Context: an optimization exercise on an open-source flow, tuned for small area and a short achievable clock period. The choices shown serve that exercise and are no tape-out recipe.
In this exercise RTL edits were held to simulation tests only and were not proved equivalent to the original.
Power is estimated from default activity; no workload was simulated.

run R:
==> flow/design.v (excerpt) <==
module lcm_32(
    input wire [32-1:0] ina, inb,
    input wire clk,
    input wire rst_n,
    output wire [64-1:0] result,
    output reg ready_n);
Size: ~110 flip-flops.
==> flow/config.mk <==
export PLATFORM = sky130hd
export DESIGN_NAME = lcm_32
export DESIGN_NICKNAME = lcm_32
export VERILOG_FILES = /design/flow/design.v
export SDC_FILE = /design/flow/constraint.sdc
export NUM_CORES = 4
export LEC_CHECK = 0
export CAP_MARGIN = 20
export CORE_MARGIN = 2
export CORE_UTILIZATION = 40
export SLEW_MARGIN = 20
==> flow/constraint.sdc <==
create_clock -name core_clock -period 10.0 [get_ports {clk}]
set_input_delay 2.0000 -clock core_clock [delete_from_list [all_inputs] [get_ports {clk}]]
set_output_delay 2.0000 -clock core_clock [all_outputs]
set_load 0.01 [all_outputs]
run.sh (not shown) runs the stock make flow with config.mk's settings and CLKGATE_MAP_FILE= SYNTH_SCRIPT=/design/flow/synth_recipe.tcl, a recipe that flattens the netlist after the stock synthesis.
Run R: full flow OK, the timing, DRC and antenna checks passed
> inputs changed (run R -> run Y)
==> flow/flow/run.sh (new file) <==
#!/bin/bash
# The standard layout (standard.sh: the standard flow's synthesis and ORFS steps, unchanged
# constraints), with ORFS's timing repair asked to leave a larger setup margin
# so that it works the paths below the design's clock period as well.
set -euo pipefail
MARGIN=${MARGIN:-7}
bash standard.sh SETUP_SLACK_MARGIN=$MARGIN TNS_END_PERCENT=100 finish > standard_flow.log 2>&1
==> flow/standard.sh (new file) <==
#!/bin/bash
# synth_recipe.tcl (not shown) runs the flow's synth.tcl, then flattens the netlist and writes it again
# the make line also repeats each setting of config.mk as NAME=value (left out here)
make -C /OpenROAD-flow-scripts/flow DESIGN_CONFIG=/design/flow/config.mk WORK_HOME=/design/flow/orfs CLKGATE_MAP_FILE= SYNTH_SCRIPT=/design/flow/synth_recipe.tcl "${@:-finish}"
removed: flow/run.sh
--- outcome ---
Diff run R -> run Y | total via count in the routed design | up by a little under 10%
Cmp run Y vs run R: setup slack higher in run Y
Measured against each other, run Y and run R differ in reg2reg setup slack, the lower figure coming from run R.
As far as synthesized cell count goes, run R and run Y are indistinguishable; the numbers are identical.
Worst-case vdd ir drop was higher in run Y than in run R.
Run Y: flow completed, timing, DRC and antenna clean
Row layout overhead on the synthesized area: run Y higher / run R lower
Run R has a lower final area than run Y.
Run comparison: run R critical-path cell with the highest stage delay sky130_fd_sc_hd__o21ai_4; run Y critical-path cell with the highest stage delay sky130_fd_sc_hd__a311o_1


lcm_32, a different RTL version from the one above (not shown whole).
For scale: roughly 110 flip-flops, ~0.0070 mm^2 of cells after synthesis.
export LEC_CHECK = 0
export CAP_MARGIN = 20
export CORE_MARGIN = 2
export CORE_UTILIZATION = 40
export SLEW_MARGIN = 20
create_clock -name core_clock -period 10.0 [get_ports {clk}]
standard.sh (not shown) runs the stock make flow with config.mk's settings and CLKGATE_MAP_FILE= SYNTH_SCRIPT=/design/flow/synth_recipe.tcl, a recipe that flattens the netlist after the stock synthesis.
==> flow/flow/run.sh <==
#!/bin/bash
# The standard layout (standard.sh: the standard flow's synthesis and the ORFS steps, with
# the design's constraints unchanged), with two settings changed:
#  - ORFS's timing repair is asked to leave a setup margin, so that it also
#    works the paths that already meet the design's clock period;
#  - the buffer put on every input and output port is buf_1.
# standard.sh's full output goes to standard_flow.log.
set -euo pipefail
MARGIN=${MARGIN:-6.8}
bash standard.sh \
    SETUP_SLACK_MARGIN=$MARGIN \
    TNS_END_PERCENT=100 \
    "BUFFER_PORTS_ARGS=-buffer_cell sky130_fd_sc_hd__buf_1" \
    finish > standard_flow.log 2>&1
The starting point ran to the end with no violations.
Then changed:
--- a/flow/flow/run.sh
+++ b/flow/flow/run.sh
@@ -4,11 +4,15 @@
 #  - ORFS's timing repair is asked to leave a setup margin, so that it also
 #    works the paths that already meet the design's clock period;
-#  - the buffer put on every input and output port is buf_1.
+#  - the buffer put on every input and output port is buf_1;
+#  - the buffers that synthesis (ABC) put in are removed at the floorplan
+#    step instead of being repaired there (the later repair steps buffer the
+#    nets they need).
 # standard.sh's full output goes to standard_flow.log.
 set -euo pipefail
-MARGIN=${MARGIN:-6.8}
+MARGIN=${MARGIN:-6.6}
 bash standard.sh \
     SETUP_SLACK_MARGIN=$MARGIN \
     TNS_END_PERCENT=100 \
+    REMOVE_ABC_BUFFERS=1 \
     "BUFFER_PORTS_ARGS=-buffer_cell sky130_fd_sc_hd__buf_1" \
     finish > standard_flow.log 2>&1
Outcome: First-iteration DRC count drops by a few percent; worst hold slack hardly moves; total power drops by roughly a tenth; register-to-register slack is worse by 0.07 ns; cell area drops by a few percent; critical path depth drops by 1; utilization drops by 3.4 points; clock skew barely changes.
Then changed:
==> flow/flow/run.sh (replaced) <==
#!/bin/bash
# The standard layout (standard.sh: the standard flow's synthesis and the ORFS steps, with
# the design's constraints unchanged), with two settings changed:
#  - ORFS's timing repair is asked to leave a setup margin, so that it also
#    works the paths that already meet the design's clock period;
#  - the buffer put on every input and output port is buf_1.
# standard.sh's full output goes to standard_flow.log.
set -euo pipefail
MARGIN=${MARGIN:-6.6}
bash standard.sh \
    SETUP_SLACK_MARGIN=$MARGIN \
    TNS_END_PERCENT=100 \
    "BUFFER_PORTS_ARGS=-buffer_cell sky130_fd_sc_hd__buf_1" \
    finish > standard_flow.log 2>&1
--- a/flow/config.mk
+++ b/flow/config.mk
@@ -8,4 +8,4 @@
 export CAP_MARGIN = 20
 export CORE_MARGIN = 2
-export CORE_UTILIZATION = 40
+export CORE_UTILIZATION = 45
 export SLEW_MARGIN = 20
Outcome: The changed run went through all stages and came out clean; synthesized cell count does not change; global-route usage rises by 2.9 points; hold slack barely changes.
Then changed:
--- a/flow/config.mk
+++ b/flow/config.mk
@@ -8,4 +8,5 @@
 export CAP_MARGIN = 20
 export CORE_MARGIN = 2
-export CORE_UTILIZATION = 45
+export CORE_UTILIZATION = 40
+export CTS_CLUSTER_SIZE = 30
 export SLEW_MARGIN = 20
Non-clock buffer count falls by 13.
Hold slack stays flat.
Maximum frequency rises by 3.3%.
Utilization falls by 7.6 points.
Worst setup slack gets better by 0.11 ns.
First-iteration DRC count falls by 26%.
Total power falls by 3.9%.
Count of clock-buffer cells in the layout does not change.
Then changed:
--- a/flow/flow/run.sh
+++ b/flow/flow/run.sh
@@ -7,5 +7,5 @@
 # standard.sh's full output goes to standard_flow.log.
 set -euo pipefail
-MARGIN=${MARGIN:-6.6}
+MARGIN=${MARGIN:-6.4}
 bash standard.sh \
     SETUP_SLACK_MARGIN=$MARGIN \
--- a/flow/config.mk
+++ b/flow/config.mk
@@ -9,4 +9,3 @@
 export CORE_MARGIN = 2
 export CORE_UTILIZATION = 40
-export CTS_CLUSTER_SIZE = 30
 export SLEW_MARGIN = 20
After rerunning: Wire length is higher by a few percent; final cell count is about the same; design area falls slightly; setup slack gets worse by 0.15 ns; clock power is about the same.

==> port drivers added, routing unchanged <==
The flow's constraints put no driver on any port. The routed layouts listed below were extracted and timed again, unchanged, in two steps.
Step 1 assumes that a clkbuf_16 drives the clock port and a buf_2 every other input.
Step 2 moves the port delays by t, midway between the first and last clock arrival at a register: inputs arrive t later, outputs are due t later. That takes back most of the time a late clock gives input paths.
Slacks: ideal / step 1 / step 2; pairs: ideal / step 1.
| run | t (ns) | setup slack, ns | worst setup path after step 2 | latest minus earliest clock arrival (ns) | cell pins on the clock port's net |
|---|---|---|---|---|---|
| run R | 0.398 | 4.928 / 4.928 / 4.928 | register to register | 0.011 / 0.011 | 1 |
| run Y | 0.410 | 6.188 / 6.188 / 6.188 | register to register | 0.013 / 0.013 | 1 |
| the first run of note 2 | 0.412 | 6.747 / 6.747 / 6.747 | register to register | 0.010 / 0.010 | 1 |
| the second run of note 2 | 0.419 | 6.680 / 6.680 / 6.680 | register to register | 0.011 / 0.012 | 1 |
| the third run of note 2 | 0.404 | 6.633 / 6.633 / 6.633 | register to register | 0.010 / 0.010 | 1 |
| the fourth run of note 2 | 0.405 | 6.741 / 6.741 / 6.741 | register to register | 0.012 / 0.012 | 1 |
| the fifth run of note 2 | 0.409 | 6.589 / 6.589 / 6.589 | register to register | 0.011 / 0.010 | 1 |
After both steps every run listed still meets setup and hold.
